From an optimization exercise on the open Yosys and OpenROAD flow, aimed at small area and a short achievable clock period; shortcuts taken in it are not production practice.
In this exercise RTL edits were held to simulation tests only and were not proved equivalent to the original.
Power and IR drop assume default switching activity.

<file path="flow/flow/run.sh">
#!/bin/bash
# Own layout flow: the standard flow with the standard synthesis unchanged, and
#  - port buffers made from plain buffers (buf_1, resized later as timing needs) instead of the
#    default delay buffer,
#  - pins allowed on every routing track of the die's edge, so that the die can be small,
set -euo pipefail
MARGIN=${MARGIN:-6.5}
bash standard.sh \
  "BUFFER_PORTS_ARGS=-buffer_cell sky130_fd_sc_hd__buf_1" \
  "PLACE_PINS_ARGS=-min_distance 1 -min_distance_in_tracks" \
  "SETUP_SLACK_MARGIN=$MARGIN" \
  finish > standard.log 2>&1
</file>
<file path="flow/standard.sh">
#!/bin/bash
# synth_recipe.tcl (not shown) runs the flow's synth.tcl, then flattens the netlist and writes it again
# the make line also repeats each setting of config.mk as NAME=value (left out here)
make -C /OpenROAD-flow-scripts/flow DESIGN_CONFIG=/design/flow/config.mk WORK_HOME=/design/flow/orfs CLKGATE_MAP_FILE= SYNTH_SCRIPT=/design/flow/synth_recipe.tcl "${@:-finish}"
</file>
<file path="flow/config.mk">
export PLATFORM = sky130hd
export DESIGN_NAME = adder
export DESIGN_NICKNAME = adder
export VERILOG_FILES = /design/flow/design.v
export SDC_FILE = /design/flow/constraint.sdc
export NUM_CORES = 4
export LEC_CHECK = 0
export ABC_AREA = 1
export CAP_MARGIN = 20
export CORE_AREA = 10 10 320 320
export CTS_CLUSTER_DIAMETER = 80
export CTS_CLUSTER_SIZE = 30
export DIE_AREA = 0 0 330 330
export PLACE_DENSITY = 0.75
export SLEW_MARGIN = 20
export SYNTH_HIERARCHICAL = 1
export SYNTH_MINIMUM_KEEP_SIZE = 0
</file>
<file path="flow/constraint.sdc">
create_clock -name core_clock -period 10.0 [get_ports {clk}]
set_input_delay 2.0000 -clock core_clock [delete_from_list [all_inputs] [get_ports {clk}]]
set_output_delay 2.0000 -clock core_clock [all_outputs]
set_load 0.01 [all_outputs]
</file>
<file path="flow/design.v">
module adder #(
    parameter N = 512,
    parameter p = 512'h65b48e8f740f89bffc8ab0d15e3e4c4ab42d083aedc88c425afbfcc69322c9cda7aac6c567f35507516730cc1f0b4f25c2721bf457aca8351b81b90533c6c87b,
    parameter word_size = 32,
    parameter chunks = N/word_size
    ) (
    input clk,
    input rst,
    input c_in,
    input wire [N-1:0] X, Y,
    output wire [N:0] Z,
    output reg done
);
reg state;
reg [511:0] bs;    
reg [127:0] bg;    
reg cr;           
reg [512:0] zr;
assign Z = zr;
always @(posedge clk) begin
    if (rst) begin
        state <= 1'b0;
        done <= 1'b0;
    end else begin
        state <= 1'b1;
        done <= state;
    end
end
integer i;
wire [511:0] ic;    
wire [511:0] isum;
wire [127:0] icout;
genvar b;
generate for (b = 0; b < 512; b = b + 1) begin : ib
    if (b % 4 == 0) begin
        assign isum[b] = X[b] ^ Y[b];
        assign ic[b] = X[b] & Y[b];
    end else begin
        adder_fa fa (.a(X[b]), .b(Y[b]), .ci(ic[b-1]), .s(isum[b]), .co(ic[b]));
    end
    if (b % 4 == 3) assign icout[b/4] = ic[b];
end endgenerate
always @(posedge clk) begin
    cr <= c_in;
    bs <= isum;
    bg <= icout;
end
wire [127:0] bp;
genvar j;
generate for (j = 0; j < 128; j = j + 1) begin : gp
    assign bp[j] = &bs[4*j +: 4];
end endgenerate
wire g0c = bg[0] | (bp[0] & cr);
wire pg1;
wire pg2;
wire pp2;
wire pg3;
wire pp3;
wire pg4;
wire pp4;
wire pg5;
wire pp5;
wire pg6;
wire pp6;
wire pg7;
wire pp7;
wire pg8;
wire pp8;
wire pg9;
wire pp9;
wire pg10;
wire pp10;
wire pg11;
wire pp11;
wire pg12;
wire pp12;
wire pg13;
wire pp13;
wire pg14;
wire pp14;
wire pg15;
wire pp15;
wire pg16;
wire pp16;
wire pg17;
wire pp17;
wire pg18;
wire pp18;
wire pg19;
wire pp19;
wire pg20;
wire pp20;
wire pg21;
wire pp21;
wire pg22;
wire pp22;
wire pg23;
wire pp23;
wire pg24;
wire pp24;
wire pg25;
wire pp25;
wire pg26;
wire pp26;
wire pg27;
wire pp27;
wire pg28;
wire pp28;
wire pg29;
wire pp29;
wire pg30;
wire pp30;
wire pg31;
wire pp31;
wire pg32;
wire pp32;
wire pg33;
wire pp33;
wire pg34;
wire pp34;
wire pg35;
wire pp35;
wire pg36;
wire pp36;
wire pg37;
wire pp37;
wire pg38;
wire pp38;
wire pg39;
wire pp39;
wire pg40;
wire pp40;
wire pg41;
wire pp41;
wire pg42;
wire pp42;
wire pg43;
wire pp43;
wire pg44;
wire pp44;
wire pg45;
wire pp45;
wire pg46;
wire pp46;
wire pg47;
wire pp47;
wire pg48;
wire pp48;
wire pg49;
wire pp49;
wire pg50;
wire pp50;
wire pg51;
wire pp51;
wire pg52;
wire pp52;
wire pg53;
wire pp53;
wire pg54;
wire pp54;
wire pg55;
wire pp55;
wire pg56;
wire pp56;
wire pg57;
wire pp57;
wire pg58;
wire pp58;
wire pg59;
wire pp59;
wire pg60;
wire pp60;
wire pg61;
wire pp61;
wire pg62;
wire pp62;
wire pg63;
wire pp63;
wire pg64;
wire pp64;
wire pg65;
wire pg66;
wire pg67;
wire pp67;
wire pg68;
wire pp68;
wire pg69;
wire pp69;
wire pg70;
wire pp70;
wire pg71;
wire pp71;
wire pg72;
wire pp72;
wire pg73;
wire pp73;
wire pg74;
wire pp74;
wire pg75;
wire pp75;
wire pg76;
wire pp76;
wire pg77;
wire pp77;
wire pg78;
wire pp78;
wire pg79;
wire pp79;
wire pg80;
wire pp80;
wire pg81;
wire pp81;
wire pg82;
wire pp82;
wire pg83;
wire pp83;
wire pg84;
wire pp84;
wire pg85;
wire pp85;
wire pg86;
wire pp86;
wire pg87;
wire pp87;
wire pg88;
wire pp88;
wire pg89;
wire pp89;
wire pg90;
wire pp90;
wire pg91;
wire pp91;
wire pg92;
wire pp92;
wire pg93;
wire pp93;
wire pg94;
wire pp94;
wire pg95;
wire pp95;
wire pg96;
wire pp96;
wire pg97;
wire pp97;
wire pg98;
wire pp98;
wire pg99;
wire pp99;
wire pg100;
wire pp100;
wire pg101;
wire pp101;
wire pg102;
wire pp102;
wire pg103;
wire pp103;
wire pg104;
wire pp104;
wire pg105;
wire pp105;
wire pg106;
wire pp106;
wire pg107;
wire pp107;
wire pg108;
wire pp108;
wire pg109;
wire pp109;
wire pg110;
wire pp110;
wire pg111;
wire pp111;
wire pg112;
wire pp112;
wire pg113;
wire pp113;
wire pg114;
wire pp114;
wire pg115;
wire pp115;
wire pg116;
wire pp116;
wire pg117;
wire pp117;
wire pg118;
wire pp118;
wire pg119;
wire pp119;
wire pg120;
wire pp120;
wire pg121;
wire pp121;
wire pg122;
wire pp122;
wire pg123;
wire pp123;
wire pg124;
wire pp124;
wire pg125;
wire pp125;
wire pg126;
wire pp126;
wire pg127;
wire pp127;
wire pg128;
wire pp128;
wire pg129;
wire pg130;
wire pg131;
wire pg132;
wire pg133;
wire pp133;
wire pg134;
wire pp134;
wire pg135;
wire pp135;
wire pg136;
wire pp136;
wire pg137;
wire pp137;
wire pg138;
wire pp138;
wire pg139;
wire pp139;
wire pg140;
wire pp140;
wire pg141;
wire pp141;
wire pg142;
wire pp142;
wire pg143;
wire pp143;
wire pg144;
wire pp144;
wire pg145;
wire pp145;
wire pg146;
wire pp146;
wire pg147;
wire pp147;
wire pg148;
wire pp148;
wire pg149;
wire pp149;
wire pg150;
wire pp150;
wire pg151;
wire pp151;
wire pg152;
wire pp152;
wire pg153;
wire pp153;
wire pg154;
wire pp154;
wire pg155;
wire pp155;
wire pg156;
wire pp156;
wire pg157;
wire pp157;
wire pg158;
wire pp158;
wire pg159;
wire pp159;
wire pg160;
wire pp160;
wire pg161;
wire pp161;
wire pg162;
wire pp162;
wire pg163;
wire pp163;
wire pg164;
wire pp164;
wire pg165;
wire pp165;
wire pg166;
wire pp166;
wire pg167;
wire pp167;
wire pg168;
wire pp168;
wire pg169;
wire pp169;
wire pg170;
wire pp170;
wire pg171;
wire pp171;
wire pg172;
wire pp172;
wire pg173;
wire pp173;
wire pg174;
wire pp174;
wire pg175;
wire pp175;
wire pg176;
wire pp176;
wire pg177;
wire pp177;
wire pg178;
wire pp178;
wire pg179;
wire pp179;
wire pg180;
wire pp180;
wire pg181;
wire pp181;
wire pg182;
wire pp182;
wire pg183;
wire pp183;
wire pg184;
wire pp184;
wire pg185;
wire pp185;
wire pg186;
wire pp186;
wire pg187;
wire pp187;
wire pg188;
wire pp188;
wire pg189;
wire pp189;
wire pg190;
wire pp190;
wire pg191;
wire pp191;
wire pg192;
wire pp192;
wire pg193;
wire pg194;
wire pg195;
wire pg196;
wire pg197;
wire pg198;
wire pg199;
wire pg200;
wire pg201;
wire pp201;
wire pg202;
wire pp202;
wire pg203;
wire pp203;
wire pg204;
wire pp204;
wire pg205;
wire pp205;
wire pg206;
wire pp206;
wire pg207;
wire pp207;
wire pg208;
wire pp208;
wire pg209;
wire pp209;
wire pg210;
wire pp210;
wire pg211;
wire pp211;
wire pg212;
wire pp212;
wire pg213;
wire pp213;
wire pg214;
wire pp214;
wire pg215;
wire pp215;
wire pg216;
wire pp216;
wire pg217;
wire pp217;
wire pg218;
wire pp218;
wire pg219;
wire pp219;
wire pg220;
wire pp220;
wire pg221;
wire pp221;
wire pg222;
wire pp222;
wire pg223;
wire pp223;
wire pg224;
wire pp224;
wire pg225;
wire pp225;
wire pg226;
wire pp226;
wire pg227;
wire pp227;
wire pg228;
wire pp228;
wire pg229;
wire pp229;
wire pg230;
wire pp230;
wire pg231;
wire pp231;
wire pg232;
wire pp232;
wire pg233;
wire pp233;
wire pg234;
wire pp234;
wire pg235;
wire pp235;
wire pg236;
wire pp236;
wire pg237;
wire pp237;
wire pg238;
wire pp238;
wire pg239;
wire pp239;
wire pg240;
wire pp240;
wire pg241;
wire pp241;
wire pg242;
wire pp242;
wire pg243;
wire pp243;
wire pg244;
wire pp244;
wire pg245;
wire pp245;
wire pg246;
wire pp246;
wire pg247;
wire pp247;
wire pg248;
wire pp248;
wire pg249;
wire pp249;
wire pg250;
wire pp250;
wire pg251;
wire pp251;
wire pg252;
wire pp252;
wire pg253;
wire pp253;
wire pg254;
wire pp254;
wire pg255;
wire pp255;
wire pg256;
wire pp256;
wire pg257;
wire pg258;
wire pg259;
wire pg260;
wire pg261;
wire pg262;
wire pg263;
wire pg264;
wire pg265;
wire pg266;
wire pg267;
wire pg268;
wire pg269;
wire pg270;
wire pg271;
wire pg272;
wire pg273;
wire pp273;
wire pg274;
wire pp274;
wire pg275;
wire pp275;
wire pg276;
wire pp276;
wire pg277;
wire pp277;
wire pg278;
wire pp278;
wire pg279;
wire pp279;
wire pg280;
wire pp280;
wire pg281;
wire pp281;
wire pg282;
wire pp282;
wire pg283;
wire pp283;
wire pg284;
wire pp284;
wire pg285;
wire pp285;
wire pg286;
wire pp286;
wire pg287;
wire pp287;
wire pg288;
wire pp288;
wire pg289;
wire pp289;
wire pg290;
wire pp290;
wire pg291;
wire pp291;
wire pg292;
wire pp292;
wire pg293;
wire pp293;
wire pg294;
wire pp294;
wire pg295;
wire pp295;
wire pg296;
wire pp296;
wire pg297;
wire pp297;
wire pg298;
wire pp298;
wire pg299;
wire pp299;
wire pg300;
wire pp300;
wire pg301;
wire pp301;
wire pg302;
wire pp302;
wire pg303;
wire pp303;
wire pg304;
wire pp304;
wire pg305;
wire pp305;
wire pg306;
wire pp306;
wire pg307;
wire pp307;
wire pg308;
wire pp308;
wire pg309;
wire pp309;
wire pg310;
wire pp310;
wire pg311;
wire pp311;
wire pg312;
wire pp312;
wire pg313;
wire pp313;
wire pg314;
wire pp314;
wire pg315;
wire pp315;
wire pg316;
wire pp316;
wire pg317;
wire pp317;
wire pg318;
wire pp318;
wire pg319;
wire pp319;
wire pg320;
wire pp320;
wire pg321;
wire pg322;
wire pg323;
wire pg324;
wire pg325;
wire pg326;
wire pg327;
wire pg328;
wire pg329;
wire pg330;
wire pg331;
wire pg332;
wire pg333;
wire pg334;
wire pg335;
wire pg336;
wire pg337;
wire pg338;
wire pg339;
wire pg340;
wire pg341;
wire pg342;
wire pg343;
wire pg344;
wire pg345;
wire pg346;
wire pg347;
wire pg348;
wire pg349;
wire pg350;
wire pg351;
wire pg352;
wire pg353;
wire pp353;
wire pg354;
wire pp354;
wire pg355;
wire pp355;
wire pg356;
wire pp356;
wire pg357;
wire pp357;
wire pg358;
wire pp358;
wire pg359;
wire pp359;
wire pg360;
wire pp360;
wire pg361;
wire pp361;
wire pg362;
wire pp362;
wire pg363;
wire pp363;
wire pg364;
wire pp364;
wire pg365;
wire pp365;
wire pg366;
wire pp366;
wire pg367;
wire pp367;
wire pg368;
wire pp368;
wire pg369;
wire pp369;
wire pg370;
wire pp370;
wire pg371;
wire pp371;
wire pg372;
wire pp372;
wire pg373;
wire pp373;
wire pg374;
wire pp374;
wire pg375;
wire pp375;
wire pg376;
wire pp376;
wire pg377;
wire pp377;
wire pg378;
wire pp378;
wire pg379;
wire pp379;
wire pg380;
wire pp380;
wire pg381;
wire pp381;
wire pg382;
wire pp382;
wire pg383;
wire pp383;
wire pg384;
wire pp384;
wire pg385;
wire pg386;
wire pg387;
wire pg388;
wire pg389;
wire pg390;
wire pg391;
wire pg392;
wire pg393;
wire pg394;
wire pg395;
wire pg396;
wire pg397;
wire pg398;
wire pg399;
wire pg400;
wire pg401;
wire pg402;
wire pg403;
wire pg404;
wire pg405;
wire pg406;
wire pg407;
wire pg408;
wire pg409;
wire pg410;
wire pg411;
wire pg412;
wire pg413;
wire pg414;
wire pg415;
wire pg416;
wire pg417;
wire pg418;
wire pg419;
wire pg420;
wire pg421;
wire pg422;
wire pg423;
wire pg424;
wire pg425;
wire pg426;
wire pg427;
wire pg428;
wire pg429;
wire pg430;
wire pg431;
wire pg432;
wire pg433;
wire pg434;
wire pg435;
wire pg436;
wire pg437;
wire pg438;
wire pg439;
wire pg440;
wire pg441;
wire pg442;
wire pg443;
wire pg444;
wire pg445;
wire pg446;
wire pg447;
wire pg448;
assign pg1 = bg[1] | (bp[1] & g0c);
assign pg2 = bg[3] | (bp[3] & bg[2]);
assign pp2 = bp[3] & bp[2];
assign pg3 = bg[5] | (bp[5] & bg[4]);
assign pp3 = bp[5] & bp[4];
assign pg4 = bg[7] | (bp[7] & bg[6]);
assign pp4 = bp[7] & bp[6];
assign pg5 = bg[9] | (bp[9] & bg[8]);
assign pp5 = bp[9] & bp[8];
assign pg6 = bg[11] | (bp[11] & bg[10]);
assign pp6 = bp[11] & bp[10];
assign pg7 = bg[13] | (bp[13] & bg[12]);
assign pp7 = bp[13] & bp[12];
assign pg8 = bg[15] | (bp[15] & bg[14]);
assign pp8 = bp[15] & bp[14];
assign pg9 = bg[17] | (bp[17] & bg[16]);
assign pp9 = bp[17] & bp[16];
assign pg10 = bg[19] | (bp[19] & bg[18]);
assign pp10 = bp[19] & bp[18];
assign pg11 = bg[21] | (bp[21] & bg[20]);
assign pp11 = bp[21] & bp[20];
assign pg12 = bg[23] | (bp[23] & bg[22]);
assign pp12 = bp[23] & bp[22];
assign pg13 = bg[25] | (bp[25] & bg[24]);
assign pp13 = bp[25] & bp[24];
assign pg14 = bg[27] | (bp[27] & bg[26]);
assign pp14 = bp[27] & bp[26];
assign pg15 = bg[29] | (bp[29] & bg[28]);
assign pp15 = bp[29] & bp[28];
assign pg16 = bg[31] | (bp[31] & bg[30]);
assign pp16 = bp[31] & bp[30];
assign pg17 = bg[33] | (bp[33] & bg[32]);
assign pp17 = bp[33] & bp[32];
assign pg18 = bg[35] | (bp[35] & bg[34]);
assign pp18 = bp[35] & bp[34];
assign pg19 = bg[37] | (bp[37] & bg[36]);
assign pp19 = bp[37] & bp[36];
assign pg20 = bg[39] | (bp[39] & bg[38]);
assign pp20 = bp[39] & bp[38];
assign pg21 = bg[41] | (bp[41] & bg[40]);
assign pp21 = bp[41] & bp[40];
assign pg22 = bg[43] | (bp[43] & bg[42]);
assign pp22 = bp[43] & bp[42];
assign pg23 = bg[45] | (bp[45] & bg[44]);
assign pp23 = bp[45] & bp[44];
assign pg24 = bg[47] | (bp[47] & bg[46]);
assign pp24 = bp[47] & bp[46];
assign pg25 = bg[49] | (bp[49] & bg[48]);
assign pp25 = bp[49] & bp[48];
assign pg26 = bg[51] | (bp[51] & bg[50]);
assign pp26 = bp[51] & bp[50];
assign pg27 = bg[53] | (bp[53] & bg[52]);
assign pp27 = bp[53] & bp[52];
assign pg28 = bg[55] | (bp[55] & bg[54]);
assign pp28 = bp[55] & bp[54];
assign pg29 = bg[57] | (bp[57] & bg[56]);
assign pp29 = bp[57] & bp[56];
assign pg30 = bg[59] | (bp[59] & bg[58]);
assign pp30 = bp[59] & bp[58];
assign pg31 = bg[61] | (bp[61] & bg[60]);
assign pp31 = bp[61] & bp[60];
assign pg32 = bg[63] | (bp[63] & bg[62]);
assign pp32 = bp[63] & bp[62];
assign pg33 = bg[65] | (bp[65] & bg[64]);
assign pp33 = bp[65] & bp[64];
assign pg34 = bg[67] | (bp[67] & bg[66]);
assign pp34 = bp[67] & bp[66];
assign pg35 = bg[69] | (bp[69] & bg[68]);
assign pp35 = bp[69] & bp[68];
assign pg36 = bg[71] | (bp[71] & bg[70]);
assign pp36 = bp[71] & bp[70];
assign pg37 = bg[73] | (bp[73] & bg[72]);
assign pp37 = bp[73] & bp[72];
assign pg38 = bg[75] | (bp[75] & bg[74]);
assign pp38 = bp[75] & bp[74];
assign pg39 = bg[77] | (bp[77] & bg[76]);
assign pp39 = bp[77] & bp[76];
assign pg40 = bg[79] | (bp[79] & bg[78]);
assign pp40 = bp[79] & bp[78];
assign pg41 = bg[81] | (bp[81] & bg[80]);
assign pp41 = bp[81] & bp[80];
assign pg42 = bg[83] | (bp[83] & bg[82]);
assign pp42 = bp[83] & bp[82];
assign pg43 = bg[85] | (bp[85] & bg[84]);
assign pp43 = bp[85] & bp[84];
assign pg44 = bg[87] | (bp[87] & bg[86]);
assign pp44 = bp[87] & bp[86];
assign pg45 = bg[89] | (bp[89] & bg[88]);
assign pp45 = bp[89] & bp[88];
assign pg46 = bg[91] | (bp[91] & bg[90]);
assign pp46 = bp[91] & bp[90];
assign pg47 = bg[93] | (bp[93] & bg[92]);
assign pp47 = bp[93] & bp[92];
assign pg48 = bg[95] | (bp[95] & bg[94]);
assign pp48 = bp[95] & bp[94];
assign pg49 = bg[97] | (bp[97] & bg[96]);
assign pp49 = bp[97] & bp[96];
assign pg50 = bg[99] | (bp[99] & bg[98]);
assign pp50 = bp[99] & bp[98];
assign pg51 = bg[101] | (bp[101] & bg[100]);
assign pp51 = bp[101] & bp[100];
assign pg52 = bg[103] | (bp[103] & bg[102]);
assign pp52 = bp[103] & bp[102];
assign pg53 = bg[105] | (bp[105] & bg[104]);
assign pp53 = bp[105] & bp[104];
assign pg54 = bg[107] | (bp[107] & bg[106]);
assign pp54 = bp[107] & bp[106];
assign pg55 = bg[109] | (bp[109] & bg[108]);
assign pp55 = bp[109] & bp[108];
assign pg56 = bg[111] | (bp[111] & bg[110]);
assign pp56 = bp[111] & bp[110];
assign pg57 = bg[113] | (bp[113] & bg[112]);
assign pp57 = bp[113] & bp[112];
assign pg58 = bg[115] | (bp[115] & bg[114]);
assign pp58 = bp[115] & bp[114];
assign pg59 = bg[117] | (bp[117] & bg[116]);
assign pp59 = bp[117] & bp[116];
assign pg60 = bg[119] | (bp[119] & bg[118]);
assign pp60 = bp[119] & bp[118];
assign pg61 = bg[121] | (bp[121] & bg[120]);
assign pp61 = bp[121] & bp[120];
assign pg62 = bg[123] | (bp[123] & bg[122]);
assign pp62 = bp[123] & bp[122];
assign pg63 = bg[125] | (bp[125] & bg[124]);
assign pp63 = bp[125] & bp[124];
assign pg64 = bg[127] | (bp[127] & bg[126]);
assign pp64 = bp[127] & bp[126];
assign pg65 = bg[2] | (bp[2] & pg1);
assign pg66 = pg2 | (pp2 & pg1);
assign pg67 = bg[6] | (bp[6] & pg3);
assign pp67 = bp[6] & pp3;
assign pg68 = pg4 | (pp4 & pg3);
assign pp68 = pp4 & pp3;
assign pg69 = bg[10] | (bp[10] & pg5);
assign pp69 = bp[10] & pp5;
assign pg70 = pg6 | (pp6 & pg5);
assign pp70 = pp6 & pp5;
assign pg71 = bg[14] | (bp[14] & pg7);
assign pp71 = bp[14] & pp7;
assign pg72 = pg8 | (pp8 & pg7);
assign pp72 = pp8 & pp7;
assign pg73 = bg[18] | (bp[18] & pg9);
assign pp73 = bp[18] & pp9;
assign pg74 = pg10 | (pp10 & pg9);
assign pp74 = pp10 & pp9;
assign pg75 = bg[22] | (bp[22] & pg11);
assign pp75 = bp[22] & pp11;
assign pg76 = pg12 | (pp12 & pg11);
assign pp76 = pp12 & pp11;
assign pg77 = bg[26] | (bp[26] & pg13);
assign pp77 = bp[26] & pp13;
assign pg78 = pg14 | (pp14 & pg13);
assign pp78 = pp14 & pp13;
assign pg79 = bg[30] | (bp[30] & pg15);
assign pp79 = bp[30] & pp15;
assign pg80 = pg16 | (pp16 & pg15);
assign pp80 = pp16 & pp15;
assign pg81 = bg[34] | (bp[34] & pg17);
assign pp81 = bp[34] & pp17;
assign pg82 = pg18 | (pp18 & pg17);
assign pp82 = pp18 & pp17;
assign pg83 = bg[38] | (bp[38] & pg19);
assign pp83 = bp[38] & pp19;
assign pg84 = pg20 | (pp20 & pg19);
assign pp84 = pp20 & pp19;
assign pg85 = bg[42] | (bp[42] & pg21);
assign pp85 = bp[42] & pp21;
assign pg86 = pg22 | (pp22 & pg21);
assign pp86 = pp22 & pp21;
assign pg87 = bg[46] | (bp[46] & pg23);
assign pp87 = bp[46] & pp23;
assign pg88 = pg24 | (pp24 & pg23);
assign pp88 = pp24 & pp23;
assign pg89 = bg[50] | (bp[50] & pg25);
assign pp89 = bp[50] & pp25;
assign pg90 = pg26 | (pp26 & pg25);
assign pp90 = pp26 & pp25;
assign pg91 = bg[54] | (bp[54] & pg27);
assign pp91 = bp[54] & pp27;
assign pg92 = pg28 | (pp28 & pg27);
assign pp92 = pp28 & pp27;
assign pg93 = bg[58] | (bp[58] & pg29);
assign pp93 = bp[58] & pp29;
assign pg94 = pg30 | (pp30 & pg29);
assign pp94 = pp30 & pp29;
assign pg95 = bg[62] | (bp[62] & pg31);
assign pp95 = bp[62] & pp31;
assign pg96 = pg32 | (pp32 & pg31);
assign pp96 = pp32 & pp31;
assign pg97 = bg[66] | (bp[66] & pg33);
assign pp97 = bp[66] & pp33;
assign pg98 = pg34 | (pp34 & pg33);
assign pp98 = pp34 & pp33;
assign pg99 = bg[70] | (bp[70] & pg35);
assign pp99 = bp[70] & pp35;
assign pg100 = pg36 | (pp36 & pg35);
assign pp100 = pp36 & pp35;
assign pg101 = bg[74] | (bp[74] & pg37);
assign pp101 = bp[74] & pp37;
assign pg102 = pg38 | (pp38 & pg37);
assign pp102 = pp38 & pp37;
assign pg103 = bg[78] | (bp[78] & pg39);
assign pp103 = bp[78] & pp39;
assign pg104 = pg40 | (pp40 & pg39);
assign pp104 = pp40 & pp39;
assign pg105 = bg[82] | (bp[82] & pg41);
assign pp105 = bp[82] & pp41;
assign pg106 = pg42 | (pp42 & pg41);
assign pp106 = pp42 & pp41;
assign pg107 = bg[86] | (bp[86] & pg43);
assign pp107 = bp[86] & pp43;
assign pg108 = pg44 | (pp44 & pg43);
assign pp108 = pp44 & pp43;
assign pg109 = bg[90] | (bp[90] & pg45);
assign pp109 = bp[90] & pp45;
assign pg110 = pg46 | (pp46 & pg45);
assign pp110 = pp46 & pp45;
assign pg111 = bg[94] | (bp[94] & pg47);
assign pp111 = bp[94] & pp47;
assign pg112 = pg48 | (pp48 & pg47);
assign pp112 = pp48 & pp47;
assign pg113 = bg[98] | (bp[98] & pg49);
assign pp113 = bp[98] & pp49;
assign pg114 = pg50 | (pp50 & pg49);
assign pp114 = pp50 & pp49;
assign pg115 = bg[102] | (bp[102] & pg51);
assign pp115 = bp[102] & pp51;
assign pg116 = pg52 | (pp52 & pg51);
assign pp116 = pp52 & pp51;
assign pg117 = bg[106] | (bp[106] & pg53);
assign pp117 = bp[106] & pp53;
assign pg118 = pg54 | (pp54 & pg53);
assign pp118 = pp54 & pp53;
assign pg119 = bg[110] | (bp[110] & pg55);
assign pp119 = bp[110] & pp55;
assign pg120 = pg56 | (pp56 & pg55);
assign pp120 = pp56 & pp55;
assign pg121 = bg[114] | (bp[114] & pg57);
assign pp121 = bp[114] & pp57;
assign pg122 = pg58 | (pp58 & pg57);
assign pp122 = pp58 & pp57;
assign pg123 = bg[118] | (bp[118] & pg59);
assign pp123 = bp[118] & pp59;
assign pg124 = pg60 | (pp60 & pg59);
assign pp124 = pp60 & pp59;
assign pg125 = bg[122] | (bp[122] & pg61);
assign pp125 = bp[122] & pp61;
assign pg126 = pg62 | (pp62 & pg61);
assign pp126 = pp62 & pp61;
assign pg127 = bg[126] | (bp[126] & pg63);
assign pp127 = bp[126] & pp63;
assign pg128 = pg64 | (pp64 & pg63);
assign pp128 = pp64 & pp63;
assign pg129 = bg[4] | (bp[4] & pg66);
assign pg130 = pg3 | (pp3 & pg66);
assign pg131 = pg67 | (pp67 & pg66);
assign pg132 = pg68 | (pp68 & pg66);
assign pg133 = bg[12] | (bp[12] & pg70);
assign pp133 = bp[12] & pp70;
assign pg134 = pg7 | (pp7 & pg70);
assign pp134 = pp7 & pp70;
assign pg135 = pg71 | (pp71 & pg70);
assign pp135 = pp71 & pp70;
assign pg136 = pg72 | (pp72 & pg70);
assign pp136 = pp72 & pp70;
assign pg137 = bg[20] | (bp[20] & pg74);
assign pp137 = bp[20] & pp74;
assign pg138 = pg11 | (pp11 & pg74);
assign pp138 = pp11 & pp74;
assign pg139 = pg75 | (pp75 & pg74);
assign pp139 = pp75 & pp74;
assign pg140 = pg76 | (pp76 & pg74);
assign pp140 = pp76 & pp74;
assign pg141 = bg[28] | (bp[28] & pg78);
assign pp141 = bp[28] & pp78;
assign pg142 = pg15 | (pp15 & pg78);
assign pp142 = pp15 & pp78;
assign pg143 = pg79 | (pp79 & pg78);
assign pp143 = pp79 & pp78;
assign pg144 = pg80 | (pp80 & pg78);
assign pp144 = pp80 & pp78;
assign pg145 = bg[36] | (bp[36] & pg82);
assign pp145 = bp[36] & pp82;
assign pg146 = pg19 | (pp19 & pg82);
assign pp146 = pp19 & pp82;
assign pg147 = pg83 | (pp83 & pg82);
assign pp147 = pp83 & pp82;
assign pg148 = pg84 | (pp84 & pg82);
assign pp148 = pp84 & pp82;
assign pg149 = bg[44] | (bp[44] & pg86);
assign pp149 = bp[44] & pp86;
assign pg150 = pg23 | (pp23 & pg86);
assign pp150 = pp23 & pp86;
assign pg151 = pg87 | (pp87 & pg86);
assign pp151 = pp87 & pp86;
assign pg152 = pg88 | (pp88 & pg86);
assign pp152 = pp88 & pp86;
assign pg153 = bg[52] | (bp[52] & pg90);
assign pp153 = bp[52] & pp90;
assign pg154 = pg27 | (pp27 & pg90);
assign pp154 = pp27 & pp90;
assign pg155 = pg91 | (pp91 & pg90);
assign pp155 = pp91 & pp90;
assign pg156 = pg92 | (pp92 & pg90);
assign pp156 = pp92 & pp90;
assign pg157 = bg[60] | (bp[60] & pg94);
assign pp157 = bp[60] & pp94;
assign pg158 = pg31 | (pp31 & pg94);
assign pp158 = pp31 & pp94;
assign pg159 = pg95 | (pp95 & pg94);
assign pp159 = pp95 & pp94;
assign pg160 = pg96 | (pp96 & pg94);
assign pp160 = pp96 & pp94;
assign pg161 = bg[68] | (bp[68] & pg98);
assign pp161 = bp[68] & pp98;
assign pg162 = pg35 | (pp35 & pg98);
assign pp162 = pp35 & pp98;
assign pg163 = pg99 | (pp99 & pg98);
assign pp163 = pp99 & pp98;
assign pg164 = pg100 | (pp100 & pg98);
assign pp164 = pp100 & pp98;
assign pg165 = bg[76] | (bp[76] & pg102);
assign pp165 = bp[76] & pp102;
assign pg166 = pg39 | (pp39 & pg102);
assign pp166 = pp39 & pp102;
assign pg167 = pg103 | (pp103 & pg102);
assign pp167 = pp103 & pp102;
assign pg168 = pg104 | (pp104 & pg102);
assign pp168 = pp104 & pp102;
assign pg169 = bg[84] | (bp[84] & pg106);
assign pp169 = bp[84] & pp106;
assign pg170 = pg43 | (pp43 & pg106);
assign pp170 = pp43 & pp106;
assign pg171 = pg107 | (pp107 & pg106);
assign pp171 = pp107 & pp106;
assign pg172 = pg108 | (pp108 & pg106);
assign pp172 = pp108 & pp106;
assign pg173 = bg[92] | (bp[92] & pg110);
assign pp173 = bp[92] & pp110;
assign pg174 = pg47 | (pp47 & pg110);
assign pp174 = pp47 & pp110;
assign pg175 = pg111 | (pp111 & pg110);
assign pp175 = pp111 & pp110;
assign pg176 = pg112 | (pp112 & pg110);
assign pp176 = pp112 & pp110;
assign pg177 = bg[100] | (bp[100] & pg114);
assign pp177 = bp[100] & pp114;
assign pg178 = pg51 | (pp51 & pg114);
assign pp178 = pp51 & pp114;
assign pg179 = pg115 | (pp115 & pg114);
assign pp179 = pp115 & pp114;
assign pg180 = pg116 | (pp116 & pg114);
assign pp180 = pp116 & pp114;
assign pg181 = bg[108] | (bp[108] & pg118);
assign pp181 = bp[108] & pp118;
assign pg182 = pg55 | (pp55 & pg118);
assign pp182 = pp55 & pp118;
assign pg183 = pg119 | (pp119 & pg118);
assign pp183 = pp119 & pp118;
assign pg184 = pg120 | (pp120 & pg118);
assign pp184 = pp120 & pp118;
assign pg185 = bg[116] | (bp[116] & pg122);
assign pp185 = bp[116] & pp122;
assign pg186 = pg59 | (pp59 & pg122);
assign pp186 = pp59 & pp122;
assign pg187 = pg123 | (pp123 & pg122);
assign pp187 = pp123 & pp122;
assign pg188 = pg124 | (pp124 & pg122);
assign pp188 = pp124 & pp122;
assign pg189 = bg[124] | (bp[124] & pg126);
assign pp189 = bp[124] & pp126;
assign pg190 = pg63 | (pp63 & pg126);
assign pp190 = pp63 & pp126;
assign pg191 = pg127 | (pp127 & pg126);
assign pp191 = pp127 & pp126;
assign pg192 = pg128 | (pp128 & pg126);
assign pp192 = pp128 & pp126;
assign pg193 = bg[8] | (bp[8] & pg132);
assign pg194 = pg5 | (pp5 & pg132);
assign pg195 = pg69 | (pp69 & pg132);
assign pg196 = pg70 | (pp70 & pg132);
assign pg197 = pg133 | (pp133 & pg132);
assign pg198 = pg134 | (pp134 & pg132);
assign pg199 = pg135 | (pp135 & pg132);
assign pg200 = pg136 | (pp136 & pg132);
assign pg201 = bg[24] | (bp[24] & pg140);
assign pp201 = bp[24] & pp140;
assign pg202 = pg13 | (pp13 & pg140);
assign pp202 = pp13 & pp140;
assign pg203 = pg77 | (pp77 & pg140);
assign pp203 = pp77 & pp140;
assign pg204 = pg78 | (pp78 & pg140);
assign pp204 = pp78 & pp140;
assign pg205 = pg141 | (pp141 & pg140);
assign pp205 = pp141 & pp140;
assign pg206 = pg142 | (pp142 & pg140);
assign pp206 = pp142 & pp140;
assign pg207 = pg143 | (pp143 & pg140);
assign pp207 = pp143 & pp140;
assign pg208 = pg144 | (pp144 & pg140);
assign pp208 = pp144 & pp140;
assign pg209 = bg[40] | (bp[40] & pg148);
assign pp209 = bp[40] & pp148;
assign pg210 = pg21 | (pp21 & pg148);
assign pp210 = pp21 & pp148;
assign pg211 = pg85 | (pp85 & pg148);
assign pp211 = pp85 & pp148;
assign pg212 = pg86 | (pp86 & pg148);
assign pp212 = pp86 & pp148;
assign pg213 = pg149 | (pp149 & pg148);
assign pp213 = pp149 & pp148;
assign pg214 = pg150 | (pp150 & pg148);
assign pp214 = pp150 & pp148;
assign pg215 = pg151 | (pp151 & pg148);
assign pp215 = pp151 & pp148;
assign pg216 = pg152 | (pp152 & pg148);
assign pp216 = pp152 & pp148;
assign pg217 = bg[56] | (bp[56] & pg156);
assign pp217 = bp[56] & pp156;
assign pg218 = pg29 | (pp29 & pg156);
assign pp218 = pp29 & pp156;
assign pg219 = pg93 | (pp93 & pg156);
assign pp219 = pp93 & pp156;
assign pg220 = pg94 | (pp94 & pg156);
assign pp220 = pp94 & pp156;
assign pg221 = pg157 | (pp157 & pg156);
assign pp221 = pp157 & pp156;
assign pg222 = pg158 | (pp158 & pg156);
assign pp222 = pp158 & pp156;
assign pg223 = pg159 | (pp159 & pg156);
assign pp223 = pp159 & pp156;
assign pg224 = pg160 | (pp160 & pg156);
assign pp224 = pp160 & pp156;
assign pg225 = bg[72] | (bp[72] & pg164);
assign pp225 = bp[72] & pp164;
assign pg226 = pg37 | (pp37 & pg164);
assign pp226 = pp37 & pp164;
assign pg227 = pg101 | (pp101 & pg164);
assign pp227 = pp101 & pp164;
assign pg228 = pg102 | (pp102 & pg164);
assign pp228 = pp102 & pp164;
assign pg229 = pg165 | (pp165 & pg164);
assign pp229 = pp165 & pp164;
assign pg230 = pg166 | (pp166 & pg164);
assign pp230 = pp166 & pp164;
assign pg231 = pg167 | (pp167 & pg164);
assign pp231 = pp167 & pp164;
assign pg232 = pg168 | (pp168 & pg164);
assign pp232 = pp168 & pp164;
assign pg233 = bg[88] | (bp[88] & pg172);
assign pp233 = bp[88] & pp172;
assign pg234 = pg45 | (pp45 & pg172);
assign pp234 = pp45 & pp172;
assign pg235 = pg109 | (pp109 & pg172);
assign pp235 = pp109 & pp172;
assign pg236 = pg110 | (pp110 & pg172);
assign pp236 = pp110 & pp172;
assign pg237 = pg173 | (pp173 & pg172);
assign pp237 = pp173 & pp172;
assign pg238 = pg174 | (pp174 & pg172);
assign pp238 = pp174 & pp172;
assign pg239 = pg175 | (pp175 & pg172);
assign pp239 = pp175 & pp172;
assign pg240 = pg176 | (pp176 & pg172);
assign pp240 = pp176 & pp172;
assign pg241 = bg[104] | (bp[104] & pg180);
assign pp241 = bp[104] & pp180;
assign pg242 = pg53 | (pp53 & pg180);
assign pp242 = pp53 & pp180;
assign pg243 = pg117 | (pp117 & pg180);
assign pp243 = pp117 & pp180;
assign pg244 = pg118 | (pp118 & pg180);
assign pp244 = pp118 & pp180;
assign pg245 = pg181 | (pp181 & pg180);
assign pp245 = pp181 & pp180;
assign pg246 = pg182 | (pp182 & pg180);
assign pp246 = pp182 & pp180;
assign pg247 = pg183 | (pp183 & pg180);
assign pp247 = pp183 & pp180;
assign pg248 = pg184 | (pp184 & pg180);
assign pp248 = pp184 & pp180;
assign pg249 = bg[120] | (bp[120] & pg188);
assign pp249 = bp[120] & pp188;
assign pg250 = pg61 | (pp61 & pg188);
assign pp250 = pp61 & pp188;
assign pg251 = pg125 | (pp125 & pg188);
assign pp251 = pp125 & pp188;
assign pg252 = pg126 | (pp126 & pg188);
assign pp252 = pp126 & pp188;
assign pg253 = pg189 | (pp189 & pg188);
assign pp253 = pp189 & pp188;
assign pg254 = pg190 | (pp190 & pg188);
assign pp254 = pp190 & pp188;
assign pg255 = pg191 | (pp191 & pg188);
assign pp255 = pp191 & pp188;
assign pg256 = pg192 | (pp192 & pg188);
assign pp256 = pp192 & pp188;
assign pg257 = bg[16] | (bp[16] & pg200);
assign pg258 = pg9 | (pp9 & pg200);
assign pg259 = pg73 | (pp73 & pg200);
assign pg260 = pg74 | (pp74 & pg200);
assign pg261 = pg137 | (pp137 & pg200);
assign pg262 = pg138 | (pp138 & pg200);
assign pg263 = pg139 | (pp139 & pg200);
assign pg264 = pg140 | (pp140 & pg200);
assign pg265 = pg201 | (pp201 & pg200);
assign pg266 = pg202 | (pp202 & pg200);
assign pg267 = pg203 | (pp203 & pg200);
assign pg268 = pg204 | (pp204 & pg200);
assign pg269 = pg205 | (pp205 & pg200);
assign pg270 = pg206 | (pp206 & pg200);
assign pg271 = pg207 | (pp207 & pg200);
assign pg272 = pg208 | (pp208 & pg200);
assign pg273 = bg[48] | (bp[48] & pg216);
assign pp273 = bp[48] & pp216;
assign pg274 = pg25 | (pp25 & pg216);
assign pp274 = pp25 & pp216;
assign pg275 = pg89 | (pp89 & pg216);
assign pp275 = pp89 & pp216;
assign pg276 = pg90 | (pp90 & pg216);
assign pp276 = pp90 & pp216;
assign pg277 = pg153 | (pp153 & pg216);
assign pp277 = pp153 & pp216;
assign pg278 = pg154 | (pp154 & pg216);
assign pp278 = pp154 & pp216;
assign pg279 = pg155 | (pp155 & pg216);
assign pp279 = pp155 & pp216;
assign pg280 = pg156 | (pp156 & pg216);
assign pp280 = pp156 & pp216;
assign pg281 = pg217 | (pp217 & pg216);
assign pp281 = pp217 & pp216;
assign pg282 = pg218 | (pp218 & pg216);
assign pp282 = pp218 & pp216;
assign pg283 = pg219 | (pp219 & pg216);
assign pp283 = pp219 & pp216;
assign pg284 = pg220 | (pp220 & pg216);
assign pp284 = pp220 & pp216;
assign pg285 = pg221 | (pp221 & pg216);
assign pp285 = pp221 & pp216;
assign pg286 = pg222 | (pp222 & pg216);
assign pp286 = pp222 & pp216;
assign pg287 = pg223 | (pp223 & pg216);
assign pp287 = pp223 & pp216;
assign pg288 = pg224 | (pp224 & pg216);
assign pp288 = pp224 & pp216;
assign pg289 = bg[80] | (bp[80] & pg232);
assign pp289 = bp[80] & pp232;
assign pg290 = pg41 | (pp41 & pg232);
assign pp290 = pp41 & pp232;
assign pg291 = pg105 | (pp105 & pg232);
assign pp291 = pp105 & pp232;
assign pg292 = pg106 | (pp106 & pg232);
assign pp292 = pp106 & pp232;
assign pg293 = pg169 | (pp169 & pg232);
assign pp293 = pp169 & pp232;
assign pg294 = pg170 | (pp170 & pg232);
assign pp294 = pp170 & pp232;
assign pg295 = pg171 | (pp171 & pg232);
assign pp295 = pp171 & pp232;
assign pg296 = pg172 | (pp172 & pg232);
assign pp296 = pp172 & pp232;
assign pg297 = pg233 | (pp233 & pg232);
assign pp297 = pp233 & pp232;
assign pg298 = pg234 | (pp234 & pg232);
assign pp298 = pp234 & pp232;
assign pg299 = pg235 | (pp235 & pg232);
assign pp299 = pp235 & pp232;
assign pg300 = pg236 | (pp236 & pg232);
assign pp300 = pp236 & pp232;
assign pg301 = pg237 | (pp237 & pg232);
assign pp301 = pp237 & pp232;
assign pg302 = pg238 | (pp238 & pg232);
assign pp302 = pp238 & pp232;
assign pg303 = pg239 | (pp239 & pg232);
assign pp303 = pp239 & pp232;
assign pg304 = pg240 | (pp240 & pg232);
assign pp304 = pp240 & pp232;
assign pg305 = bg[112] | (bp[112] & pg248);
assign pp305 = bp[112] & pp248;
assign pg306 = pg57 | (pp57 & pg248);
assign pp306 = pp57 & pp248;
assign pg307 = pg121 | (pp121 & pg248);
assign pp307 = pp121 & pp248;
assign pg308 = pg122 | (pp122 & pg248);
assign pp308 = pp122 & pp248;
assign pg309 = pg185 | (pp185 & pg248);
assign pp309 = pp185 & pp248;
assign pg310 = pg186 | (pp186 & pg248);
assign pp310 = pp186 & pp248;
assign pg311 = pg187 | (pp187 & pg248);
assign pp311 = pp187 & pp248;
assign pg312 = pg188 | (pp188 & pg248);
assign pp312 = pp188 & pp248;
assign pg313 = pg249 | (pp249 & pg248);
assign pp313 = pp249 & pp248;
assign pg314 = pg250 | (pp250 & pg248);
assign pp314 = pp250 & pp248;
assign pg315 = pg251 | (pp251 & pg248);
assign pp315 = pp251 & pp248;
assign pg316 = pg252 | (pp252 & pg248);
assign pp316 = pp252 & pp248;
assign pg317 = pg253 | (pp253 & pg248);
assign pp317 = pp253 & pp248;
assign pg318 = pg254 | (pp254 & pg248);
assign pp318 = pp254 & pp248;
assign pg319 = pg255 | (pp255 & pg248);
assign pp319 = pp255 & pp248;
assign pg320 = pg256 | (pp256 & pg248);
assign pp320 = pp256 & pp248;
assign pg321 = bg[32] | (bp[32] & pg272);
assign pg322 = pg17 | (pp17 & pg272);
assign pg323 = pg81 | (pp81 & pg272);
assign pg324 = pg82 | (pp82 & pg272);
assign pg325 = pg145 | (pp145 & pg272);
assign pg326 = pg146 | (pp146 & pg272);
assign pg327 = pg147 | (pp147 & pg272);
assign pg328 = pg148 | (pp148 & pg272);
assign pg329 = pg209 | (pp209 & pg272);
assign pg330 = pg210 | (pp210 & pg272);
assign pg331 = pg211 | (pp211 & pg272);
assign pg332 = pg212 | (pp212 & pg272);
assign pg333 = pg213 | (pp213 & pg272);
assign pg334 = pg214 | (pp214 & pg272);
assign pg335 = pg215 | (pp215 & pg272);
assign pg336 = pg216 | (pp216 & pg272);
assign pg337 = pg273 | (pp273 & pg272);
assign pg338 = pg274 | (pp274 & pg272);
assign pg339 = pg275 | (pp275 & pg272);
assign pg340 = pg276 | (pp276 & pg272);
assign pg341 = pg277 | (pp277 & pg272);
assign pg342 = pg278 | (pp278 & pg272);
assign pg343 = pg279 | (pp279 & pg272);
assign pg344 = pg280 | (pp280 & pg272);
assign pg345 = pg281 | (pp281 & pg272);
assign pg346 = pg282 | (pp282 & pg272);
assign pg347 = pg283 | (pp283 & pg272);
assign pg348 = pg284 | (pp284 & pg272);
assign pg349 = pg285 | (pp285 & pg272);
assign pg350 = pg286 | (pp286 & pg272);
assign pg351 = pg287 | (pp287 & pg272);
assign pg352 = pg288 | (pp288 & pg272);
assign pg353 = bg[96] | (bp[96] & pg304);
assign pp353 = bp[96] & pp304;
assign pg354 = pg49 | (pp49 & pg304);
assign pp354 = pp49 & pp304;
assign pg355 = pg113 | (pp113 & pg304);
assign pp355 = pp113 & pp304;
assign pg356 = pg114 | (pp114 & pg304);
assign pp356 = pp114 & pp304;
assign pg357 = pg177 | (pp177 & pg304);
assign pp357 = pp177 & pp304;
assign pg358 = pg178 | (pp178 & pg304);
assign pp358 = pp178 & pp304;
assign pg359 = pg179 | (pp179 & pg304);
assign pp359 = pp179 & pp304;
assign pg360 = pg180 | (pp180 & pg304);
assign pp360 = pp180 & pp304;
assign pg361 = pg241 | (pp241 & pg304);
assign pp361 = pp241 & pp304;
assign pg362 = pg242 | (pp242 & pg304);
assign pp362 = pp242 & pp304;
assign pg363 = pg243 | (pp243 & pg304);
assign pp363 = pp243 & pp304;
assign pg364 = pg244 | (pp244 & pg304);
assign pp364 = pp244 & pp304;
assign pg365 = pg245 | (pp245 & pg304);
assign pp365 = pp245 & pp304;
assign pg366 = pg246 | (pp246 & pg304);
assign pp366 = pp246 & pp304;
assign pg367 = pg247 | (pp247 & pg304);
assign pp367 = pp247 & pp304;
assign pg368 = pg248 | (pp248 & pg304);
assign pp368 = pp248 & pp304;
assign pg369 = pg305 | (pp305 & pg304);
assign pp369 = pp305 & pp304;
assign pg370 = pg306 | (pp306 & pg304);
assign pp370 = pp306 & pp304;
assign pg371 = pg307 | (pp307 & pg304);
assign pp371 = pp307 & pp304;
assign pg372 = pg308 | (pp308 & pg304);
assign pp372 = pp308 & pp304;
assign pg373 = pg309 | (pp309 & pg304);
assign pp373 = pp309 & pp304;
assign pg374 = pg310 | (pp310 & pg304);
assign pp374 = pp310 & pp304;
assign pg375 = pg311 | (pp311 & pg304);
assign pp375 = pp311 & pp304;
assign pg376 = pg312 | (pp312 & pg304);
assign pp376 = pp312 & pp304;
assign pg377 = pg313 | (pp313 & pg304);
assign pp377 = pp313 & pp304;
assign pg378 = pg314 | (pp314 & pg304);
assign pp378 = pp314 & pp304;
assign pg379 = pg315 | (pp315 & pg304);
assign pp379 = pp315 & pp304;
assign pg380 = pg316 | (pp316 & pg304);
assign pp380 = pp316 & pp304;
assign pg381 = pg317 | (pp317 & pg304);
assign pp381 = pp317 & pp304;
assign pg382 = pg318 | (pp318 & pg304);
assign pp382 = pp318 & pp304;
assign pg383 = pg319 | (pp319 & pg304);
assign pp383 = pp319 & pp304;
assign pg384 = pg320 | (pp320 & pg304);
assign pp384 = pp320 & pp304;
assign pg385 = bg[64] | (bp[64] & pg352);
assign pg386 = pg33 | (pp33 & pg352);
assign pg387 = pg97 | (pp97 & pg352);
assign pg388 = pg98 | (pp98 & pg352);
assign pg389 = pg161 | (pp161 & pg352);
assign pg390 = pg162 | (pp162 & pg352);
assign pg391 = pg163 | (pp163 & pg352);
assign pg392 = pg164 | (pp164 & pg352);
assign pg393 = pg225 | (pp225 & pg352);
assign pg394 = pg226 | (pp226 & pg352);
assign pg395 = pg227 | (pp227 & pg352);
assign pg396 = pg228 | (pp228 & pg352);
assign pg397 = pg229 | (pp229 & pg352);
assign pg398 = pg230 | (pp230 & pg352);
assign pg399 = pg231 | (pp231 & pg352);
assign pg400 = pg232 | (pp232 & pg352);
assign pg401 = pg289 | (pp289 & pg352);
assign pg402 = pg290 | (pp290 & pg352);
assign pg403 = pg291 | (pp291 & pg352);
assign pg404 = pg292 | (pp292 & pg352);
assign pg405 = pg293 | (pp293 & pg352);
assign pg406 = pg294 | (pp294 & pg352);
assign pg407 = pg295 | (pp295 & pg352);
assign pg408 = pg296 | (pp296 & pg352);
assign pg409 = pg297 | (pp297 & pg352);
assign pg410 = pg298 | (pp298 & pg352);
assign pg411 = pg299 | (pp299 & pg352);
assign pg412 = pg300 | (pp300 & pg352);
assign pg413 = pg301 | (pp301 & pg352);
assign pg414 = pg302 | (pp302 & pg352);
assign pg415 = pg303 | (pp303 & pg352);
assign pg416 = pg304 | (pp304 & pg352);
assign pg417 = pg353 | (pp353 & pg352);
assign pg418 = pg354 | (pp354 & pg352);
assign pg419 = pg355 | (pp355 & pg352);
assign pg420 = pg356 | (pp356 & pg352);
assign pg421 = pg357 | (pp357 & pg352);
assign pg422 = pg358 | (pp358 & pg352);
assign pg423 = pg359 | (pp359 & pg352);
assign pg424 = pg360 | (pp360 & pg352);
assign pg425 = pg361 | (pp361 & pg352);
assign pg426 = pg362 | (pp362 & pg352);
assign pg427 = pg363 | (pp363 & pg352);
assign pg428 = pg364 | (pp364 & pg352);
assign pg429 = pg365 | (pp365 & pg352);
assign pg430 = pg366 | (pp366 & pg352);
assign pg431 = pg367 | (pp367 & pg352);
assign pg432 = pg368 | (pp368 & pg352);
assign pg433 = pg369 | (pp369 & pg352);
assign pg434 = pg370 | (pp370 & pg352);
assign pg435 = pg371 | (pp371 & pg352);
assign pg436 = pg372 | (pp372 & pg352);
assign pg437 = pg373 | (pp373 & pg352);
assign pg438 = pg374 | (pp374 & pg352);
assign pg439 = pg375 | (pp375 & pg352);
assign pg440 = pg376 | (pp376 & pg352);
assign pg441 = pg377 | (pp377 & pg352);
assign pg442 = pg378 | (pp378 & pg352);
assign pg443 = pg379 | (pp379 & pg352);
assign pg444 = pg380 | (pp380 & pg352);
assign pg445 = pg381 | (pp381 & pg352);
assign pg446 = pg382 | (pp382 & pg352);
assign pg447 = pg383 | (pp383 & pg352);
assign pg448 = pg384 | (pp384 & pg352);
wire [128:0] bc;
assign bc[0] = cr;
assign bc[1] = g0c;
assign bc[2] = pg1;
assign bc[3] = pg65;
assign bc[4] = pg66;
assign bc[5] = pg129;
assign bc[6] = pg130;
assign bc[7] = pg131;
assign bc[8] = pg132;
assign bc[9] = pg193;
assign bc[10] = pg194;
assign bc[11] = pg195;
assign bc[12] = pg196;
assign bc[13] = pg197;
assign bc[14] = pg198;
assign bc[15] = pg199;
assign bc[16] = pg200;
assign bc[17] = pg257;
assign bc[18] = pg258;
assign bc[19] = pg259;
assign bc[20] = pg260;
assign bc[21] = pg261;
assign bc[22] = pg262;
assign bc[23] = pg263;
assign bc[24] = pg264;
assign bc[25] = pg265;
assign bc[26] = pg266;
assign bc[27] = pg267;
assign bc[28] = pg268;
assign bc[29] = pg269;
assign bc[30] = pg270;
assign bc[31] = pg271;
assign bc[32] = pg272;
assign bc[33] = pg321;
assign bc[34] = pg322;
assign bc[35] = pg323;
assign bc[36] = pg324;
assign bc[37] = pg325;
assign bc[38] = pg326;
assign bc[39] = pg327;
assign bc[40] = pg328;
assign bc[41] = pg329;
assign bc[42] = pg330;
assign bc[43] = pg331;
assign bc[44] = pg332;
assign bc[45] = pg333;
assign bc[46] = pg334;
assign bc[47] = pg335;
assign bc[48] = pg336;
assign bc[49] = pg337;
assign bc[50] = pg338;
assign bc[51] = pg339;
assign bc[52] = pg340;
assign bc[53] = pg341;
assign bc[54] = pg342;
assign bc[55] = pg343;
assign bc[56] = pg344;
assign bc[57] = pg345;
assign bc[58] = pg346;
assign bc[59] = pg347;
assign bc[60] = pg348;
assign bc[61] = pg349;
assign bc[62] = pg350;
assign bc[63] = pg351;
assign bc[64] = pg352;
assign bc[65] = pg385;
assign bc[66] = pg386;
assign bc[67] = pg387;
assign bc[68] = pg388;
assign bc[69] = pg389;
assign bc[70] = pg390;
assign bc[71] = pg391;
assign bc[72] = pg392;
assign bc[73] = pg393;
assign bc[74] = pg394;
assign bc[75] = pg395;
assign bc[76] = pg396;
assign bc[77] = pg397;
assign bc[78] = pg398;
assign bc[79] = pg399;
assign bc[80] = pg400;
assign bc[81] = pg401;
assign bc[82] = pg402;
assign bc[83] = pg403;
assign bc[84] = pg404;
assign bc[85] = pg405;
assign bc[86] = pg406;
assign bc[87] = pg407;
assign bc[88] = pg408;
assign bc[89] = pg409;
assign bc[90] = pg410;
assign bc[91] = pg411;
assign bc[92] = pg412;
assign bc[93] = pg413;
assign bc[94] = pg414;
assign bc[95] = pg415;
assign bc[96] = pg416;
assign bc[97] = pg417;
assign bc[98] = pg418;
assign bc[99] = pg419;
assign bc[100] = pg420;
assign bc[101] = pg421;
assign bc[102] = pg422;
assign bc[103] = pg423;
assign bc[104] = pg424;
assign bc[105] = pg425;
assign bc[106] = pg426;
assign bc[107] = pg427;
assign bc[108] = pg428;
assign bc[109] = pg429;
assign bc[110] = pg430;
assign bc[111] = pg431;
assign bc[112] = pg432;
assign bc[113] = pg433;
assign bc[114] = pg434;
assign bc[115] = pg435;
assign bc[116] = pg436;
assign bc[117] = pg437;
assign bc[118] = pg438;
assign bc[119] = pg439;
assign bc[120] = pg440;
assign bc[121] = pg441;
assign bc[122] = pg442;
assign bc[123] = pg443;
assign bc[124] = pg444;
assign bc[125] = pg445;
assign bc[126] = pg446;
assign bc[127] = pg447;
assign bc[128] = pg448;
wire [511:0] oc;
wire [511:0] zsum;
generate for (b = 0; b < 512; b = b + 1) begin : ob
    if (b % 4 == 3) begin
        assign zsum[b] = bs[b] ^ oc[b-1];
    end else if (b % 4 == 0) begin
        adder_ha ha (.a(bs[b]), .b(bc[b/4]), .s(zsum[b]), .co(oc[b]));
    end else begin
        adder_ha ha (.a(bs[b]), .b(oc[b-1]), .s(zsum[b]), .co(oc[b]));
    end
end endgenerate
always @(posedge clk) begin
    if (!done) zr <= {bc[128], zsum};
end
endmodule
module adder_ha (input a, input b, output s, output co);
assign {co, s} = a + b;
endmodule
module adder_fa (input a, input b, input ci, output s, output co);
assign {co, s} = a + b + ci;
endmodule
</file>
==> run summary <==
per-module statistics from Yosys, one instance, submodules excluded:
module	cells	flip-flops and latches	area [µm²]	times used
adder	2685	1156	36840	1
adder_fa	1	0	20.02	384
adder_ha	1	0	12.51	384
Yosys cell counts, types with 7 or more instances:
cell        n  share of area [%]
dfxtp_1   643                 26
edfxtp_1  513                 31
ha_1      512                 13
fa_1      384                 16
nand2_1   375                2.9
inv_1     212                1.6
nor2_1    208                1.6
xor2_1    128                2.3
a21oi_1   121                1.2
nand4_1   106                1.3
nand3_1    56               0.57
o21ai_0    29               0.29
o21bai_1   26               0.40
nor3_1     21               0.21
a21o_1     17               0.26
nand2_2    12               0.15
nor2_2     12               0.15
nor4_1      9               0.11
a31oi_1     8               0.10
buf_2       7              0.071
buf_6       7               0.16
registers in the layout, indices dropped and copies added, names as in the netlist:
name   cells
bs       512
zr       513
state      1
bg       128
cr         1
done       1
layer usage:
layer / share of wire (%) / vias to the layer above / GRT usage, %
met3: 11 / 731 / 13.05
met1: 33 / 16110 / 31.49
li1: - / 15030 / -
met2: 44 / 2061 / 45.51
met4: 11 / 32 / 29.44
met5: 0.16 / - / 0.4435
final cells by class:
type / count / area share (%)
clock inverters: 17 / 0.4106
multi-input cells: 2062 / 34.42
flip-flops and latches: 1156 / 48.34
clock buffers: 75 / 2.444
well taps: 1265 / 2.705
inverters: 215 / 1.386
repair buffers: 1548 / 10.15
diodes: 36 / 0.1540
through the flow:
step,total power (µW),hold WS (ns),utilization [%],setup WS [ns],area (µm²)
6_report,11370,0.4158,61.48,6.550,58500
5_1_grt,11840,0.4163,61.46,6.455,58480
4_1_cts,11340,0.4093,61.30,6.502,58320
3_5_place_dp,8782,0.3914,59.52,6.149,56630
3_3_place_gp,8707,0.3838,59.52,6.165,56630
2_1_floorplan,7333,0.3809,-,1.555,49330
timing repair:
| action | 4_1_cts | 5_1_grt |
|---|---|---|
| gates resized for setup | 9 | 24 |
| setup endpoints to repair | 237 | 176 |
| gates cloned | 0 | 1 |
| endpoints found under the hold margin | 0 | 0 |
worst min-delay path by stage:
stage / start / end / slack [ns]
floorplan: state / done / 0.38
finish: state / done / 0.42
detailed placement: state / done / 0.39
global placement: state / done / 0.38
global route: state / done / 0.42
CTS: state / done / 0.41
logic make-up after synthesis:
family / synth area share (%)
flip-flops: 57.33
adder cells (fa/ha/maj): 28.57
AND/OR/NAND/NOR: 7.267
buffers and inverters: 1.935
AO/OA/AOI/OAI: 2.628
XOR/XNOR: 2.273
power groups by stage:
stage                     sequential, µW  combinational, µW  clock [µW]
final                               6340               2440        2580
after detailed placement            6440               2340           0
after floorplan                     6630                706           0
after global placement              6420               2290           0
after CTS                           6340               2370        2630
after global routing                6420               2620        2790
==> results.sh <==
export IMPL_status="no timing/DRC/antenna violations"
export IMPL_cp_slowest_stage_delay_ns=0.42
export IMPL_post_route_period_util_pct=34.50
export IMPL_power_density_nw_per_um2=194.3
export IMPL_tns_ns=0
export IMPL_seq_power_share_pct=55.8
export IMPL_finalSetupViolations=0
export IMPL_clk_pin_slew_ns=0.12
export IMPL_postSynthAreaPerCell_um2=14.29
export IMPL_fin_cells=6374
export IMPL_start_kind="flop"
export IMPL_clockRootBuffer="clkbuf_16"
export IMPL_peakVddDrop_mv=0.1853
export IMPL_mostFrequentLayoutCells="buf_1, dfxtp_1, edfxtp_1, ha_1, fa_1"
export IMPL_max_cap_viol_count=0
export IMPL_worstSkewPairLatency_ns=0.67
export IMPL_cts_tree="yes"
export IMPL_p_int_uw=7809
export IMPL_numCtsBuffers=50
export IMPL_finClkSkew_ns=0.04634
export IMPL_std_cell_rows=113
export IMPL_synth_edf_count=513
export IMPL_routed_wl_mm=170.5
export IMPL_cp_buffers_inverters=1
export IMPL_fillers=7528
export IMPL_core_area_um2=95150
export IMPL_cp_depth=1
export IMPL_grt_max_degree=184
export IMPL_seqCellArea_um2=28280
export IMPL_reg2reg_to="zr[403]"
export IMPL_r2r_cells=22
export IMPL_antenna_left=0
export IMPL_final_hold_viol_count=0
export IMPL_crit_chain="buf_1"
export IMPL_drtPass1Iterations=8
export IMPL_via_count=33960
export IMPL_ys_ff_latch=1156
export IMPL_antenna_found_initial=60
export IMPL_grt_setup_unrepaired="yes"
export IMPL_finalCriticalPeriod_ns=3.450
export IMPL_min_path_type="flop to flop"
export IMPL_syn_nets=5376
export IMPL_crit_end="Z[65]"
export IMPL_gp_congestion=1.055
export IMPL_initial_utilization_pct=51.84
export IMPL_rr_startpoint="bs[3]"
export IMPL_synth_warnings=7
export IMPL_netlist_instances=3453
export IMPL_crit_fanout=1
export IMPL_setup_worst_path_start="zr[65]"
export IMPL_synth_area_um2=49330
export IMPL_die_y_um=330
export IMPL_worst_setup_path_type="flop to primary output"
export IMPL_grt_pass1_vias=36200
export IMPL_drcViolationCount=0
export IMPL_ctsHoldBuffers=0
export IMPL_ys_flop_type="dfxtp_1"
export IMPL_multi_input_area_um2=20130
export IMPL_required_ns=8.00
export IMPL_cts_sinks=1156
export IMPL_layout_commonest_cell="buf_1"
export IMPL_slew_viol_final=0
export IMPL_dp_cells=6245
export IMPL_clock_path_buffers=3
export IMPL_nets=6956
export IMPL_cpMaxStageDelayCell="buf_1"
export IMPL_cp_end_kind="primary output"
export IMPL_syn_to_final_growth_pct=18.60
export IMPL_r2r_setup_slack_ns=6.65
export IMPL_ioPinCount=1541
export IMPL_grt_pass1_wl_mm=237.8
export IMPL_p_switching_uw=3557
export IMPL_synth_async_reset_ratio_pct=0
export IMPL_vias_per_cell=5.329
export IMPL_htreeDepth=2
export IMPL_globalRouteOverflowTotal=0
export IMPL_hold_depth=2
export IMPL_combPwrFrac_pct=21.5
export IMPL_tightest_slew_ns=1.131
export IMPL_clockPowerShare_pct=22.7
export IMPL_switching_share_pct=31.30
export IMPL_crit_family="buffers and inverters"
export IMPL_ys_seq_area_share_pct=57.33
export IMPL_die_area_um2=108900
export IMPL_die_w_um=330
export IMPL_post_dp_hpwl_mm=141.1
export IMPL_relSlewSlack_pct=24.62
export IMPL_worst_ep_arrival_time_ns=1.45
export IMPL_postCtsSetupBuffers=0
export IMPL_wire_per_inst_um=26.75
export IMPL_synthDistinctLibCells=44
export IMPL_first_iter_violations=2861
export IMPL_io_buffers=1540
export IMPL_grt_util_all_layers_pct=30.35
export IMPL_max_freq_mhz=289.8
export IMPL_leakagePower_uw=0.02411
export IMPL_drive_gt1_share_pct=2.917

## what the ideal ports hide
No port has a modelled driver above. Below, the same layout with a new extraction and two added sets of constraints.
Step 1: set_driving_cell puts a clkbuf_16 on clk and a buf_2 on each other input, an assumption about the parent block.
Step 2 moves the port delays by t, midway between the first and last clock arrival at a register: inputs arrive t later, outputs are due t later. That takes back most of the time a late clock gives input paths.
a / b / c = ideal ports / drivers / drivers and shift; a / b = the first two.
t (ns): 0.722
setup WS [ns]: 6.550 / 6.479 / 6.129
hold slack, ns: 0.416 / 0.416 / 0.416
worst register clock-pin slew, ns: 0.12 / 0.12
worst data-port slew with drivers (ns): 0.33
After both steps setup and hold are still met in this run. The setup slack of this run moves by -0.071 ns with the drivers and by -0.421 ns with both steps.
